Background: an optimization exercise with open tools, aiming at small area. Do not read the settings as production practice.
The RTL was checked by simulation tests, not by an equivalence proof against the original design.
Power figures rest on the tool's default switching activity, not on a simulated workload.

## WTA
module WTA
#(
	parameter  MAXDISPARITY = 64 ,
	parameter  LPDI_WIDTH = 8 ,
	parameter  INPUTDATAWID = 513,
	parameter  OUTPUTDATAWID = 9
  )
(
	input wire                      clk,
	input wire                      en,
	input wire                      pixelEN,
	input  wire[INPUTDATAWID-1:0]   LPDi,
	output wire[OUTPUTDATAWID-1:0]  disparity
);
wire step = en & pixelEN;
wire n1;
wire n2;
wire n3;
wire n4;
wire n5;
wire n6;
wire n7;
wire n8;
wire n9;
wire n10;
wire n11;
wire n12;
wire n13;
wire n14;
wire n15;
wire n16;
wire n17;
wire n18;
wire n19;
wire n20;
wire n21;
wire n22;
wire n23;
wire n24;
wire n25;
wire n26;
wire n27;
wire n28;
wire n29;
wire n30;
wire n31;
wire n32;
wire n33;
wire n34;
wire n35;
wire n36;
wire n37;
wire n38;
wire n39;
wire n40;
wire n41;
wire n42;
wire n43;
wire n44;
wire n45;
wire n46;
wire n47;
wire n48;
wire n49;
wire n50;
wire n51;
wire n52;
wire n53;
wire n54;
wire n55;
wire n56;
wire n57;
wire n58;
wire n59;
wire n60;
wire n61;
wire n62;
wire n63;
wire n64;
wire n65;
wire n66;
wire n67;
wire n68;
wire n69;
wire n70;
wire n71;
wire n72;
wire n73;
wire n74;
wire n75;
wire n76;
wire n77;
wire n78;
wire n79;
wire n80;
wire n81;
wire n82;
wire n83;
wire n84;
wire n85;
wire n86;
wire n87;
wire n88;
wire n89;
wire n90;
wire n91;
wire n92;
  ...
Size: about 1,300 cells after synthesis, ~0.0098 mm^2 of cells after synthesis.
==> flow/config.mk <==
export PLATFORM = sky130hd
export DESIGN_NAME = WTA
export DESIGN_NICKNAME = WTA
export VERILOG_FILES = /design/flow/design.v
export SDC_FILE = /design/flow/constraint.sdc
export NUM_CORES = 8
export LEC_CHECK = 0
export CAP_MARGIN = 20
export CORE_MARGIN = 2
export CORE_UTILIZATION = 40
export SLEW_MARGIN = 20
==> flow/constraint.sdc <==
create_clock -name core_clock -period 6.67 [get_ports {clk}]
set_input_delay 1.3340 -clock core_clock [delete_from_list [all_inputs] [get_ports {clk}]]
set_output_delay 1.3340 -clock core_clock [all_outputs]
set_load 0.01 [all_outputs]
standard.sh (not shown) runs the stock make flow with config.mk's settings and CLKGATE_MAP_FILE= SYNTH_SCRIPT=/design/flow/synth_recipe.tcl, a recipe that flattens the netlist after the stock synthesis.
==> flow/flow/run.sh <==
#!/bin/bash
set -euo pipefail
W=$PWD
bash standard.sh synth > "$W/synth_ref.log" 2>&1
cp orfs/results/"$FLOW_PLATFORM"/WTA/base/1_2_yosys.v "$W/ref_synth.v"
python3 flow/map.py "$FLOW_DESIGN" "$W/ref_synth.v" "$W/mapped.v" > "$W/map.log" 2>&1
rm -rf orfs
bash standard.sh SYNTH_NETLIST_FILES="$W/mapped.v" \
  "BUFFER_PORTS_ARGS=-buffer_cell sky130_fd_sc_hd__buf_1" GPL_TIMING_DRIVEN=0 CORE_UTILIZATION=65 PLACE_DENSITY=0.75 finish > "$W/layout.log" 2>&1
==> flow/flow/map.py <==
#!/usr/bin/env python3
"""Technology mapping for this design's RTL, which is written one gate per assignment.

usage: map.py design.v ref_synth.v out.v

Reads design.v (the version's RTL as the layout reads it), maps every
'assign nK = <expression>;' onto the sky130hd cell with that function, every bit of the
step-enabled registers onto sky130_fd_sc_hd__edfxtp_1, and writes the gate netlist.
Register instances get the names the standard synthesis gives them; ref_synth.v (the
standard synthesis of the same design.v) is read to check that the two netlists have the
same registers, by name and cell type. Stops with an error on anything it does not know."""
import re, sys

LIB = {
 'inv':    ('A', 'Y', '~{A}'),
 'nand2':  ('A B', 'Y', '~({A} & {B})'),
 'nor2':   ('A B', 'Y', '~({A} | {B})'),
 'and2':   ('A B', 'X', '{A} & {B}'),
 'or2':    ('A B', 'X', '{A} | {B}'),
 'nand3':  ('A B C', 'Y', '~({A} & {B} & {C})'),
 'nor3':   ('A B C', 'Y', '~({A} | {B} | {C})'),
 'and3':   ('A B C', 'X', '{A} & {B} & {C}'),
 'nand4':  ('A B C D', 'Y', '~({A} & {B} & {C} & {D})'),
 'nor4':   ('A B C D', 'Y', '~({A} | {B} | {C} | {D})'),
 'and4':   ('A B C D', 'X', '{A} & {B} & {C} & {D}'),
 'or4':    ('A B C D', 'X', '{A} | {B} | {C} | {D}'),
 'o22ai':  ('A1 A2 B1 B2', 'Y', '~(({A1} | {A2}) & ({B1} | {B2}))'),
 'a22oi':  ('A1 A2 B1 B2', 'Y', '~(({A1} & {A2}) | ({B1} & {B2}))'),
 'a22o':   ('A1 A2 B1 B2', 'X', '({A1} & {A2}) | ({B1} & {B2})'),
 'o22a':   ('A1 A2 B1 B2', 'X', '({A1} | {A2}) & ({B1} | {B2})'),
 'a21oi':  ('A1 A2 B1', 'Y', '~(({A1} & {A2}) | {B1})'),
 'a221o':  ('A1 A2 B1 B2 C1', 'X', '({A1} & {A2}) | ({B1} & {B2}) | {C1}'),
 'a221oi': ('A1 A2 B1 B2 C1', 'Y', '~(({A1} & {A2}) | ({B1} & {B2}) | {C1})'),
 'o221a':  ('A1 A2 B1 B2 C1', 'X', '({A1} | {A2}) & ({B1} | {B2}) & {C1}'),
 'o221ai': ('A1 A2 B1 B2 C1', 'Y', '~(({A1} | {A2}) & ({B1} | {B2}) & {C1})'),
 'mux2':   ('A0 A1 S', 'X', '{S} ? {A1} : {A0}'),
}
SIG = r'([A-Za-z_]\w*(?:\s*\[\s*\d+\s*\])?)'

def pattern(tmpl):
    out = ''
    for part in re.split(r'(\{\w+\})', tmpl):
        if part.startswith('{'):
            out += SIG
        else:
            for ch in part:
                out += r'\s*' if ch == ' ' else re.escape(ch)
    return re.compile(r'^\s*' + out + r'\s*$')

PATS = [(k, pattern(v[2]), v[0].split(), v[1]) for k, v in LIB.items()]
# most specific first: longer templates before shorter ones
PATS.sort(key=lambda p: -len(LIB[p[0]][2]))

def norm(s):
    return re.sub(r'\s+', '', s)

def die(msg):
    sys.exit('map.py: ' + msg)

def main():
    src, ref, out = sys.argv[1:4]
    text = open(src).read()
    text = re.sub(r'//[^\n]*', '', text)
    text = re.sub(r'/\*.*?\*/', '', text, flags=re.S)
    cells = []
    wires = []
    for m in re.finditer(r'\bassign\s+(n\d+)\s*=\s*([^;]*);', text):
        lhs, rhs = m.group(1), m.group(2)
        for typ, pat, pins, outpin in PATS:
            mm = pat.match(rhs)
            if mm:
                cells.append((typ, lhs, dict(zip(pins, map(norm, mm.groups()))), outpin))
                wires.append(lhs)
                break
        else:
            die(f'no cell for assign {lhs} = {rhs}')
    m = re.search(r'\bwire\s+step\s*=\s*en\s*&\s*pixelEN\s*;', text)
    if not m:
        die('no step')
    regs = {}
    for m in re.finditer(r'\breg\s*\[\s*(\d+)\s*:\s*0\s*\]\s*(\w+)\s*;', text):
        regs[m.group(2)] = int(m.group(1)) + 1
    blocks = re.findall(r'always\s*@\s*\(\s*posedge\s+clk\s*\)\s*if\s*\(\s*step\s*\)\s*(\w+)\s*<=\s*\{([^}]*)\}\s*;', text)
    if sorted(b[0] for b in blocks) != sorted(regs):
        die(f'registers {sorted(regs)} vs assignments {[b[0] for b in blocks]}')

    def expand(item):
        item = norm(item)
        m = re.fullmatch(r'(\w+)\[(\d+):(\d+)\]', item)
        if m:
            hi, lo = int(m.group(2)), int(m.group(3))
            return [f'{m.group(1)}[{i}]' for i in range(hi, lo - 1, -1)]
        m = re.fullmatch(r"(\d+)'b([01]+)", item)
        if m:
            assert int(m.group(1)) == len(m.group(2))
            return ['zero' if c == '0' else 'one' for c in m.group(2)]
        return [item]

    flops = []
    for name, body in blocks:
        bits = [b for it in body.split(',') for b in expand(it)]
        if len(bits) != regs[name]:
            die(f'{name}: {len(bits)} bits for {regs[name]}')
        for i, d in enumerate(reversed(bits)):
            flops.append((f'{name}[{i}]', d))
    m = re.search(r'\bassign\s+disparity\s*=\s*\{([^}]*)\}\s*;', text)
    if not m:
        die('no disparity')
    outs = [b for it in m.group(1).split(',') for b in expand(it)]
    if len(outs) != 9:
        die('disparity width')
    outs = list(reversed(outs))

    # registers of the standard synthesis
    reftxt = open(ref).read()
    refregs = sorted(re.findall(r'(sky130_fd_sc_hd__\w+)\s+\\(\S+\$_\w+)\s', reftxt))
    mine = sorted(('sky130_fd_sc_hd__edfxtp_1', f'{q}$_DFFE_PP_') for q, _ in flops)
    if refregs != mine:
        die(f'registers differ from the standard synthesis: {refregs[:5]} ... vs {mine[:5]} ...')

    regnames = {q for q, _ in flops}
    def net(n):
        if n in regnames:
            return '\\' + n + ' '
        return n
    L = ['module WTA(clk, en, pixelEN, LPDi, disparity);',
         '  input clk; input en; input pixelEN; input [512:0] LPDi; output [8:0] disparity;',
         '  wire step; wire zero;']
    for q, _ in flops:
        L.append(f'  wire {net(q)};')
    for w in wires:
        L.append(f'  wire {w};')
    L.append('  sky130_fd_sc_hd__and2_1 ustep (.A(en), .B(pixelEN), .X(step));')
    for i, (typ, o, pins, outpin) in enumerate(cells):
        ps = ', '.join(f'.{p}({net(n)})' for p, n in pins.items())
        L.append(f'  sky130_fd_sc_hd__{typ}_1 g{i} ({ps}, .{outpin}({o}));')
    for q, d in flops:
        L.append(f'  sky130_fd_sc_hd__edfxtp_1 \\{q}$_DFFE_PP_  (.CLK(clk), .D({net(d)}), .DE(step), .Q({net(q)}));')
    if 'one' in outs:
        die('constant one output')
    L.append('  sky130_fd_sc_hd__conb_1 tie0 (.LO(zero));')
    for k, o in enumerate(outs):
        L.append(f'  assign disparity[{k}] = {net(o)};')
    L.append('endmodule')
    open(out, 'w').write('\n'.join(L) + '\n')
    print(f'map.py: {len(cells)} gates, {len(flops)} registers')

main()
The first run died in 3_2_place_iop.
Rerun with:
--- a/flow/flow/run.sh
+++ b/flow/flow/run.sh
@@ -8,2 +8,2 @@
 bash standard.sh SYNTH_NETLIST_FILES="$W/mapped.v" \
-  "BUFFER_PORTS_ARGS=-buffer_cell sky130_fd_sc_hd__buf_1" GPL_TIMING_DRIVEN=0 CORE_UTILIZATION=65 PLACE_DENSITY=0.75 finish > "$W/layout.log" 2>&1
+  "BUFFER_PORTS_ARGS=-buffer_cell sky130_fd_sc_hd__buf_1" GPL_TIMING_DRIVEN=0 finish > "$W/layout.log" 2>&1
--- a/flow/flow/map.py
+++ b/flow/flow/map.py
@@ -36,2 +36,10 @@
  'mux2':   ('A0 A1 S', 'X', '{S} ? {A1} : {A0}'),
+}
+# same-area stronger variants
+FREE = {'inv': 2, 'mux2': 2, 'or2': 2, 'o221a': 2}
+# (fanout at least, size) per cell type
+FANOUT_SIZE = {
+ 'a221o': [(3, 2)], 'a22o': [(3, 2)], 'o22a': [(3, 2)], 'and2': [(3, 2), (6, 4)], 'and4': [(3, 2), (6, 4)],
+ 'or2': [(6, 4)], 'and3': [(3, 2), (6, 4)], 'or4': [(3, 2), (6, 4)],
+ 'nand2': [(6, 2)], 'nand3': [(6, 2)], 'a21oi': [(6, 2)],
 }
@@ -120,2 +128,17 @@
 
+    # drive strengths: free upgrades (same area), then by fanout
+    fanout = {}
+    for typ, o, pins, outpin in cells:
+        for n in pins.values():
+            fanout[n] = fanout.get(n, 0) + 1
+    for q, d in flops:
+        fanout[d] = fanout.get(d, 0) + 1
+    size = {}
+    for typ, o, pins, outpin in cells:
+        s_ = FREE.get(typ, 1)
+        fo = fanout.get(o, 0)
+        for lim, sz in FANOUT_SIZE.get(typ, []):
+            if fo >= lim:
+                s_ = max(s_, sz)
+        size[o] = s_
     regnames = {q for q, _ in flops}
@@ -135,3 +158,3 @@
         ps = ', '.join(f'.{p}({net(n)})' for p, n in pins.items())
-        L.append(f'  sky130_fd_sc_hd__{typ}_1 g{i} ({ps}, .{outpin}({o}));')
+        L.append(f'  sky130_fd_sc_hd__{typ}_{size[o]} g{i} ({ps}, .{outpin}({o}));')
     for q, d in flops:
Effect: The changed run ran to the end with no violations; area after synthesis rises by about 6%; synthesized cell count is unchanged.
Rerun with:
--- a/flow/flow/run.sh
+++ b/flow/flow/run.sh
@@ -8,2 +8,2 @@
 bash standard.sh SYNTH_NETLIST_FILES="$W/mapped.v" \
-  "BUFFER_PORTS_ARGS=-buffer_cell sky130_fd_sc_hd__buf_1" GPL_TIMING_DRIVEN=0 finish > "$W/layout.log" 2>&1
+  "BUFFER_PORTS_ARGS=-buffer_cell sky130_fd_sc_hd__buf_1" GPL_TIMING_DRIVEN=0 PLACE_DENSITY=0.75 finish > "$W/layout.log" 2>&1
- The new run ran to the end with no violations
- clock skew is about the same
- final cell count increases slightly
- wire length grows by a few percent
- fmax drops slightly
- worst hold slack gains 3.0 ps
- die area does not change
- register-to-register slack barely changes
- cell area increases slightly
- setup slack loses 27 ps
- core utilization climbs by 0.98 points
Rerun with:
==> flow/flow/run.sh (replaced) <==
#!/bin/bash
set -euo pipefail
W=$PWD
PLAT="$FLOW_HOME/platforms/$FLOW_PLATFORM"
bash standard.sh synth > "$W/synth_ref.log" 2>&1
cp orfs/results/"$FLOW_PLATFORM"/WTA/base/1_2_yosys.v "$W/ref_synth.v"
python3 flow/map.py "$FLOW_DESIGN" "$W/ref_synth.v" "$W/mapped.v" > "$W/map.log" 2>&1
sed 's/\bmodule WTA\b/module WTA_rtl/' "$FLOW_DESIGN" > "$W/rtl_ref.v"
iverilog -g2012 -DFUNCTIONAL -DUNIT_DELAY=#0 -o "$W/selfcheck.vvp" flow/selfcheck_tb.v "$W/rtl_ref.v" \
  "$PLAT/verilog/primitives.v" "$PLAT/verilog/sky130_fd_sc_hd.v" "$W/mapped.v" > "$W/selfcheck.log" 2>&1
vvp -n "$W/selfcheck.vvp" >> "$W/selfcheck.log" 2>&1
grep -q "SELFCHECK PASS" "$W/selfcheck.log"
rm -rf orfs
bash standard.sh SYNTH_NETLIST_FILES="$W/mapped.v" \
  "BUFFER_PORTS_ARGS=-buffer_cell sky130_fd_sc_hd__buf_1" GPL_TIMING_DRIVEN=0 SETUP_SLACK_MARGIN=0.2 finish > "$W/layout.log" 2>&1
--- a/flow/flow/map.py
+++ b/flow/flow/map.py
@@ -57,3 +57,4 @@
 
-PATS = [(k, pattern(v[2]), v[0].split(), v[1]) for k, v in LIB.items()]
+# pins in the order their placeholders appear in the expression
+PATS = [(k, pattern(v[2]), re.findall(r'\{(\w+)\}', v[2]), v[1]) for k, v in LIB.items()]
 # most specific first: longer templates before shorter ones
==> flow/flow/selfcheck_tb.v (new file) <==
`timescale 1ns/1ps
module selfcheck_tb;
  reg clk = 0;
  reg en, pen;
  reg [512:0] lpdi;
  wire [8:0] d_net, d_rtl;
  WTA     u_net (.clk(clk), .en(en), .pixelEN(pen), .LPDi(lpdi), .disparity(d_net));
  WTA_rtl u_rtl (.clk(clk), .en(en), .pixelEN(pen), .LPDi(lpdi), .disparity(d_rtl));
  integer i, d, kind, steps, errors, seed, base;
  always #5 clk = ~clk;
  initial begin
    seed = 12345; steps = 0; errors = 0;
    en = 0; pen = 0; lpdi = 0;
    for (i = 0; i < 4000; i = i + 1) begin
      @(negedge clk);
      kind = $random(seed) & 7;
      base = $random(seed) & 255;
      for (d = 0; d < 64; d = d + 1)
        case (kind)
          0, 1: lpdi[8*d +: 8] = $random(seed);
          2, 3: lpdi[8*d +: 8] = base + ($random(seed) & 3);
          4:    lpdi[8*d +: 8] = base;
          5:    lpdi[8*d +: 8] = (($random(seed) & 15) == 0) ? ($random(seed) & 1) : 8'hff;
          6:    lpdi[8*d +: 8] = base ^ (1 << ($random(seed) & 7));
          default: lpdi[8*d +: 8] = ($random(seed) & 1) ? base : ~base;
        endcase
      lpdi[512] = $random(seed);
      en = (i < 1000) ? 1'b1 : (($random(seed) & 3) != 0);
      pen = (i < 1000) ? 1'b1 : (($random(seed) & 3) != 0);
      @(posedge clk);
      if (en && pen) steps = steps + 1;
      #1;
      if (steps >= 6 && d_net !== d_rtl) begin
        errors = errors + 1;
        if (errors < 5) $display("mismatch at %0d: net %h rtl %h", i, d_net, d_rtl);
      end
    end
    if (errors == 0) $display("SELFCHECK PASS");
    else $display("SELFCHECK FAIL %0d", errors);
    $finish;
  end
endmodule
Cell count goes up by a few percent.
Non-clock buffer count is higher by 40.
Hold slack barely changes.
Clock-buffer cell count does not change.
Area after synthesis is unchanged.
First-iteration DRC count decreases by about a fifth.
Power went up by a little under a tenth.

## afterwards: timing with drivers on the ports
No port has a modelled driver above. Below, the same layouts with a new extraction and two added sets of constraints. Step 1 sets driving cells, clkbuf_16 on the clock port and buf_2 on the other inputs (assumed; they add their load-dependent delay and slew). Step 2 also shifts input and output timing later by t, the mid clock arrival at the registers, as if the neighbouring blocks saw the same clock. Three values: ideal ports, drivers, drivers and shift; two values: the first two.
run	shift t [ns]	setup WS [ns]	hold slack, ns	worst setup path after step 2
the second run	0.331	0.191 / 0.201 / -0.129	0.413 / 0.413 / 0.413	input to register
the third run	0.328	0.163 / 0.151 / -0.176	0.416 / 0.416 / 0.416	input to register
the fourth run	0.327	0.287 / 0.247 / -0.080	0.419 / 0.419 / 0.419	input to register
With both steps, setup timing fails in every run listed, where it was met with ideal ports. For the fourth run, which loses most, drivers alone change the setup slack by -0.040 ns; drivers and shift together by -0.367 ns.
